This is an optimization exercise on Yosys and OpenROAD, whose aim is small area, a short achievable clock period and few clock cycles, not a production implementation. Power is estimated from default activity; no workload was simulated.

==> job 6579: inputs <==
Design milestone1, start of the top module:
module milestone1 (
		input logic CLOCK_50_I,
		input logic resetn,
		output logic SRAM_we_n,
		output logic [17:0] SRAM_address,
		output logic [15:0] SRAM_write_data,
		input logic [15:0] SRAM_read_data,
		input logic M1_enable,
		output logic M1_finish
);
Settings: LEC_CHECK=0, CAP_MARGIN=20, CORE_MARGIN=2, CORE_UTILIZATION=40, PLACE_DENSITY=0.6, SLEW_MARGIN=20, SYNTH_HIERARCHICAL=1, SYNTH_MINIMUM_KEEP_SIZE=0; clock period 14.0 ns.
run.sh (not shown) runs the stock make flow with config.mk's settings and CLKGATE_MAP_FILE= SYNTH_SCRIPT=/design/flow/synth_recipe.tcl, a recipe that flattens the netlist after the stock synthesis.
==> job 9705: changes against job 6579 <==
--- a/flow/design.v
+++ b/flow/design.v
@@ -10,14 +10,16 @@
 		input logic M1_enable,
 		output logic M1_finish
 );
 localparam logic [17:0] U_OFFSET = 18'd38400,
 	  V_OFFSET = 18'd57600,
 	  RGB_OFFSET = 18'd146944;
 logic        run;
+logic        we;                    
+assign SRAM_we_n = ~we;
 logic        p0, p1, p2, p3, p4;    
 logic        wr_ok;                 
 logic [7:0]  m;                     
 logic [15:0] yaddr;                 
 logic [17:0] waddr;
 logic        par;                   
 logic [14:0] uvw;                   
@@ -25,19 +27,21 @@
 assign uvw = yaddr[15:1] + 15'd2;
 logic [7:0]  qu [0:5];
 logic [7:0]  qv [0:5];
 logic [7:0]  ulb;
 logic [15:0] vb;
 logic [7:0]  ylo, ysel_r;
 logic [8:0]  s1r, s2r, s3r;         
-logic [8:0]  v1r;                   
+logic [8:0]  fha, fhb;              
+logic        fhc;                   
 logic [22:0] ytr;                   
 logic [8:0]  pur, pvr;              
 logic [7:0]  b0;
-logic [10:0] trr, tgr, tbr;         
+logic [10:0] tra, trb, tga, tgb, tba, tbb;    
+logic        trc, tgc, tbc;         
 logic [7:0] w0, w1, w2, w3, w4, w5;
 assign w0 = p2 ? qv[0] : qu[0];
 assign w1 = p2 ? qv[1] : qu[1];
 assign w2 = p2 ? qv[2] : qu[2];
 assign w3 = p2 ? qv[3] : qu[3];
 assign w4 = p2 ? qv[4] : qu[4];
 assign w5 = p2 ? qv[5] : qu[5];
@@ -200,17 +204,20 @@
 m1_fa fsum_w141_fa (.a(fsum_w82), .b(fsum_w109), .c(fsum_w108), .s(fsum_w141), .co(fsum_w142));
 wire fsum_w143, fsum_w144;
 m1_fa fsum_w143_fa (.a(fsum_w84), .b(fsum_w111), .c(fsum_w110), .s(fsum_w143), .co(fsum_w144));
 wire fsum_w145 = ~fsum_w112;
 wire fsum_w146 = fsum_w112;
 wire [16:0] fsum_w147 = {fsum_w145, fsum_w143, fsum_w141, fsum_w139, fsum_w137, fsum_w135, fsum_w133, fsum_w131, fsum_w129, fsum_w127, fsum_w125, fsum_w123, fsum_w121, fsum_w119, fsum_w117, fsum_w115, ~s3r[0]};
 wire [16:0] fsum_w148 = {fsum_w144, fsum_w142, fsum_w140, fsum_w138, fsum_w136, fsum_w134, fsum_w132, fsum_w130, fsum_w128, fsum_w126, fsum_w124, fsum_w122, fsum_w120, fsum_w118, fsum_w116, fsum_w114, fsum_w113};
-wire [16:0] fsum = fsum_w147 + fsum_w148;
-logic [8:0] fout;
-assign fout = fsum[16:8];
+wire [16:0] fsum_a = fsum_w147;
+wire [16:0] fsum_b = fsum_w148;
+logic [8:0] fsl;
+assign fsl = {1'b0, fsum_a[7:0]} + {1'b0, fsum_b[7:0]};
+logic [8:0] fout;                   
+assign fout = fha + fhb + {8'd0, fhc};
 wire yt_w1 = ~ysel_r[7];
 wire yt_w2 = ysel_r[7];
 wire yt_w3 = ~ysel_r[6];
 wire yt_w4 = ysel_r[6];
 wire yt_w5 = ~ysel_r[7];
 wire yt_w6 = ysel_r[7];
 wire yt_w7 = ~ysel_r[4];
@@ -388,15 +395,16 @@
 m1_fa tr_w127_fa (.a(tr_w42), .b(tr_w81), .c(tr_w80), .s(tr_w127), .co(tr_w128));
 wire tr_w129, tr_w130;
 m1_fa tr_w129_fa (.a(pvr[7]), .b(tr_w83), .c(tr_w82), .s(tr_w129), .co(tr_w130));
 wire tr_w131, tr_w132;
 m1_ha tr_w131_ha (.a(pvr[8]), .b(tr_w84), .s(tr_w131), .co(tr_w132));
 wire [26:0] tr_w133 = {1'b1, tr_w131, tr_w129, tr_w127, tr_w125, tr_w123, tr_w121, tr_w119, tr_w117, tr_w115, tr_w113, tr_w111, tr_w109, tr_w107, tr_w105, tr_w103, tr_w101, tr_w99, tr_w97, tr_w95, tr_w93, tr_w91, tr_w89, tr_w87, pvr[0], ~pvr[1], 1'b1};
 wire [26:0] tr_w134 = {tr_w132, tr_w130, tr_w128, tr_w126, tr_w124, tr_w122, tr_w120, tr_w118, tr_w116, tr_w114, tr_w112, tr_w110, tr_w108, tr_w106, tr_w104, tr_w102, tr_w100, tr_w98, tr_w96, tr_w94, tr_w92, tr_w90, tr_w88, tr_w86, tr_w85, 1'b0, ~pvr[0]};
-wire [26:0] tr = tr_w133 + tr_w134;
+wire [26:0] tr_a = tr_w133;
+wire [26:0] tr_b = tr_w134;
 wire tg_w1 = ~ytr[11];
 wire tg_w2 = ytr[11];
 wire tg_w3 = ~ytr[13];
 wire tg_w4 = ytr[13];
 wire tg_w5, tg_w6;
 m1_fa tg_w5_fa (.a(ytr[14]), .b(~pur[6]), .c(pur[3]), .s(tg_w5), .co(tg_w6));
 wire tg_w7 = ~(ytr[15] ^ ~pur[7]);
@@ -569,15 +577,16 @@
 m1_fa tg_w173_fa (.a(tg_w88), .b(tg_w128), .c(tg_w129), .s(tg_w173), .co(tg_w174));
 wire tg_w175, tg_w176;
 m1_fa tg_w175_fa (.a(tg_w92), .b(tg_w131), .c(tg_w130), .s(tg_w175), .co(tg_w176));
 wire tg_w177, tg_w178;
 m1_fa tg_w177_fa (.a(tg_w94), .b(tg_w133), .c(tg_w132), .s(tg_w177), .co(tg_w178));
 wire [26:0] tg_w179 = {1'b1, tg_w134, tg_w177, tg_w175, tg_w173, tg_w171, tg_w169, tg_w167, tg_w165, tg_w163, tg_w161, tg_w159, tg_w157, tg_w155, tg_w153, tg_w151, tg_w149, tg_w147, tg_w145, tg_w143, tg_w141, tg_w139, tg_w137, ~pvr[3], ytr[0], ~pvr[1], 1'b1};
 wire [26:0] tg_w180 = {1'b0, tg_w178, tg_w176, tg_w174, tg_w172, tg_w170, tg_w168, tg_w166, tg_w164, tg_w162, tg_w160, tg_w158, tg_w156, tg_w154, tg_w152, tg_w150, tg_w148, tg_w146, tg_w144, tg_w142, tg_w140, tg_w138, tg_w136, tg_w135, ~pvr[2], 1'b0, ~pvr[0]};
-wire [26:0] tg = tg_w179 + tg_w180;
+wire [26:0] tg_a = tg_w179;
+wire [26:0] tg_b = tg_w180;
 wire tb_w1 = ~ytr[4];
 wire tb_w2 = ytr[4];
 wire tb_w3, tb_w4;
 m1_fa tb_w3_fa (.a(ytr[5]), .b(~pur[7]), .c(~pur[5]), .s(tb_w3), .co(tb_w4));
 wire tb_w5 = ~(ytr[6] ^ ~pur[8]);
 wire tb_w6 = ytr[6] | ~pur[8];
 wire tb_w7, tb_w8;
@@ -686,15 +695,24 @@
 wire tb_w110 = ytr[20] | pur[5];
 wire tb_w111 = ~(ytr[21] ^ pur[6]);
 wire tb_w112 = ytr[21] | pur[6];
 wire tb_w113 = ~(ytr[22] ^ pur[7]);
 wire tb_w114 = ytr[22] | pur[7];
 wire [26:0] tb_w115 = {1'b1, pur[8], tb_w113, tb_w111, tb_w109, tb_w107, tb_w105, tb_w103, tb_w101, tb_w99, tb_w97, tb_w95, tb_w93, tb_w91, tb_w89, tb_w87, tb_w85, tb_w83, tb_w81, tb_w79, tb_w77, tb_w75, tb_w73, tb_w71, tb_w33, ~pur[1], 1'b1};
 wire [26:0] tb_w116 = {1'b0, tb_w114, tb_w112, tb_w110, tb_w108, tb_w106, tb_w104, tb_w102, tb_w100, tb_w98, tb_w96, tb_w94, tb_w92, tb_w90, tb_w88, tb_w86, tb_w84, tb_w82, tb_w80, tb_w78, tb_w76, tb_w74, tb_w72, tb_w70, tb_w69, 1'b0, ~pur[0]};
-wire [26:0] tb = tb_w115 + tb_w116;
+wire [26:0] tb_a = tb_w115;
+wire [26:0] tb_b = tb_w116;
+logic [16:0] trl, tgl, tbl;
+assign trl = {1'b0, tr_a[15:0]} + {1'b0, tr_b[15:0]};
+assign tgl = {1'b0, tg_a[15:0]} + {1'b0, tg_b[15:0]};
+assign tbl = {1'b0, tb_a[15:0]} + {1'b0, tb_b[15:0]};
+logic [10:0] trr, tgr, tbr;
+assign trr = tra + trb + {10'd0, trc};
+assign tgr = tga + tgb + {10'd0, tgc};
+assign tbr = tba + tbb + {10'd0, tbc};
 function automatic logic [7:0] clip(input logic [10:0] t);
 	clip = t[10] ? 8'd0 : (|t[9:8]) ? 8'd255 : t[7:0];
 endfunction
 logic [7:0] cr, cg, cb;
 assign cr = clip(trr);
 assign cg = clip(tgr);
 assign cb = clip(tbr);
@@ -713,52 +731,56 @@
 		end
 	end
 	if (p2) ylo <= SRAM_read_data[7:0];
 	ysel_r <= p2 ? SRAM_read_data[15:8] : ylo;
 	s1r <= {1'b0, fa} + {1'b0, ff};
 	s2r <= {1'b0, fb} + {1'b0, fe};
 	s3r <= {1'b0, fc} + {1'b0, fd};
-	if (p3) v1r <= fout;
+	fha <= fsum_a[16:8];
+	fhb <= fsum_b[16:8];
+	fhc <= fsl[8];
 	ytr <= yt[24:2];
-	pur <= p3 ? {qu[2][7], ~qu[2][7], qu[2][6:0]} : fout;
-	pvr <= p3 ? {qv[2][7], ~qv[2][7], qv[2][6:0]} : v1r;
-	trr <= tr[26:16];
-	tgr <= tg[26:16];
-	tbr <= tb[26:16];
+	if (p3) pur <= {qu[2][7], ~qu[2][7], qu[2][6:0]};
+	else if (p0) pur <= fout;
+	if (p3) pvr <= {qv[2][7], ~qv[2][7], qv[2][6:0]};
+	else if (p4) pvr <= fout;
+	tra <= tr_a[26:16]; trb <= tr_b[26:16]; trc <= trl[16];
+	tga <= tg_a[26:16]; tgb <= tg_b[26:16]; tgc <= tgl[16];
+	tba <= tb_a[26:16]; tbb <= tb_b[26:16]; tbc <= tbl[16];
 	b0 <= cb;
 	SRAM_write_data <= p0 ? {cr, cg} : p1 ? {b0, cr} : {cg, cb};
 end
 always_ff @(posedge CLOCK_50_I or negedge resetn) begin
 	if (!resetn) begin
 		run <= 1'b0;
 		M1_finish <= 1'b0;
-		SRAM_we_n <= 1'b1;
+		we <= 1'b0;
 		p0 <= 1'b1; p1 <= 1'b0; p2 <= 1'b0; p3 <= 1'b0; p4 <= 1'b0;
 		wr_ok <= 1'b0;
 		m <= 8'd154;
 		yaddr <= 16'hFFFC;
 		waddr <= RGB_OFFSET;
 	end else if (run) begin
 		{p0, p1, p2, p3, p4} <= {p4, p0, p1, p2, p3};
 		if (p1) m <= m159 ? 8'd0 : m + 8'd1;
 		if (p4) begin
 			if (yaddr == 16'd1) wr_ok <= 1'b1;
 			yaddr <= yaddr + 16'd1;
 		end
-		SRAM_we_n <= 1'b1;
+		we <= 1'b0;
 		if ((p0 | p1 | p2) && wr_ok) begin
-			SRAM_we_n <= 1'b0;
+			we <= 1'b1;
 			waddr <= waddr + 18'd1;
 			if (p2 && waddr == 18'h3FFFF) begin
 				M1_finish <= 1'b1;
 				run <= 1'b0;
 			end
 		end
 	end else begin
-		SRAM_we_n <= 1'b1;
+		we <= 1'b0;
 		if (M1_enable && !M1_finish) run <= 1'b1;
 	end
 end
 always_ff @(posedge CLOCK_50_I) begin
 	if (p4) SRAM_address <= {2'b00, yaddr};
 	else if (p3) SRAM_address <= (par ? U_OFFSET : V_OFFSET) + {3'd0, uvw};
 	else SRAM_address <= waddr;
==> flow/flow/run.sh (new file) <==
#!/bin/bash
# Standard layout, with repair_timing asked for extra setup margin so that the
# optimiser works on paths well inside the design's clock period.
# Each step's full output goes to a log file of its own in this folder.
set -euo pipefail
MARGIN=${MARGIN:-10.3}
bash standard.sh synth > synth.log 2>&1
bash standard.sh SETUP_SLACK_MARGIN=$MARGIN finish > layout.log 2>&1
==> flow/standard.sh (new file) <==
#!/bin/bash
# synth_recipe.tcl (not shown) runs the flow's synth.tcl, then flattens the netlist and writes it again
# the make line also repeats each setting of config.mk as NAME=value (left out here)
make -C /OpenROAD-flow-scripts/flow DESIGN_CONFIG=/design/flow/config.mk WORK_HOME=/design/flow/orfs CLKGATE_MAP_FILE= SYNTH_SCRIPT=/design/flow/synth_recipe.tcl "${@:-finish}"
--- a/flow/config.mk
+++ b/flow/config.mk
@@ -4,11 +4,13 @@
 export VERILOG_FILES = /design/flow/design.v
 export SDC_FILE = /design/flow/constraint.sdc
 export NUM_CORES = 4
 export LEC_CHECK = 0
 export CAP_MARGIN = 20
 export CORE_MARGIN = 2
 export CORE_UTILIZATION = 40
+export CTS_CLUSTER_DIAMETER = 100
+export CTS_CLUSTER_SIZE = 25
 export PLACE_DENSITY = 0.6
 export SLEW_MARGIN = 20
 export SYNTH_HIERARCHICAL = 1
 export SYNTH_MINIMUM_KEEP_SIZE = 0
removed: flow/run.sh
==> job 8094: changes against job 6579 <==
--- a/flow/config.mk
+++ b/flow/config.mk
@@ -4,11 +4,12 @@
 export VERILOG_FILES = /design/flow/design.v
 export SDC_FILE = /design/flow/constraint.sdc
 export NUM_CORES = 4
 export LEC_CHECK = 0
 export CAP_MARGIN = 20
 export CORE_MARGIN = 2
 export CORE_UTILIZATION = 40
+export CTS_BUF_LIST = sky130_fd_sc_hd__clkbuf_4 sky130_fd_sc_hd__clkbuf_8
 export PLACE_DENSITY = 0.6
 export SLEW_MARGIN = 20
 export SYNTH_HIERARCHICAL = 1
 export SYNTH_MINIMUM_KEEP_SIZE = 0
==> qor summary <==
metric                                                                      job 8094                   job 9705                 job 6579
Standard-cell row count                                                           87                         88                       87
Amount of wire on met2 after detailed routing                               25200 um                   24700 um                 25000 um
Design Area, Final                                                       25500 sq um                25500 sq um              25500 sq um
Most common cell after layout, fill and taps aside             sky130_fd_sc_hd__ha_1      sky130_fd_sc_hd__fa_1    sky130_fd_sc_hd__ha_1
Endpoint of the worst register-to-register path                               tgr[8]                        tgc                   tgr[8]
Arrival time of the worst setup path                                         5390 ps                    1070 ps                  5300 ps
Startpoint-to-endpoint class of the critical path                       flop to flop     flop to primary output             flop to flop
Count of mapped cells out of synthesis                                          1961                       1947                     1961
GRT met2 Usage                                                                 0.308                      0.299                    0.305
Gp weighted congestion                                                         0.923                      0.928                    0.923
Worst endpoint required time                                                14530 ps                   11200 ps                 14460 ps
Multi-input logic area                                                   13400 sq um                12900 sq um              13400 sq um
Non-clock buffer count in the final layout                                        64                        102                       64
Termination of the worst setup path                                           tgr[8]                  M1_finish                   tgr[8]
CP Max Fanout                                                                      7                          2                        7
Leakage power                                                                10.7 nW                    10.6 nW                  10.6 nW
Slowest cell delay on critical path                                           660 ps                     390 ps                   660 ps
Worst reg2reg startpoint                                                      pvr[6]                     pvr[2]                   pvr[6]
Synth area leader                                              sky130_fd_sc_hd__fa_1  sky130_fd_sc_hd__edfxtp_1    sky130_fd_sc_hd__fa_1
Worst setup EP type                                                             flop             primary output                     flop
Status                                                       complete, no violations    complete, no violations  complete, no violations
Async set-or-reset flop fraction in the synthesized netlist                    0.150                      0.134                    0.150
Function was not checked in any run of this note: the RTL went through the layout flow alone.

## port drivers added, routing unchanged
The results above use ideal ports. As a check the final layouts listed here were re-extracted and re-timed, cells and wires unchanged.
Step 1: set_driving_cell puts a clkbuf_16 on CLOCK_50_I and a buf_2 on each other input, an assumption about the parent block.
Step 2 also shifts input and output timing later by t, the mid clock arrival at the registers, as if the neighbouring blocks saw the same clock.
a / b / c = no drivers / after step 1 / after step 2; a / b = the first two.
run | shift t [ns] | setup WS [ns] | hold WS [ns] | worst setup path at the end | pins driven straight from the clock port
job 6579 | 0.611 | 9.158 / 9.158 / 9.158 | 0.441 / 0.441 / 0.441 | register to register | 1
job 9705 | 0.598 | 10.131 / 10.076 / 10.209 | 0.456 / 0.456 / 0.456 | input to register | 1
job 8094 | 0.697 | 9.134 / 9.134 / 9.134 | 0.446 / 0.446 / 0.446 | register to register | 1
After both steps every run listed still meets setup and hold.
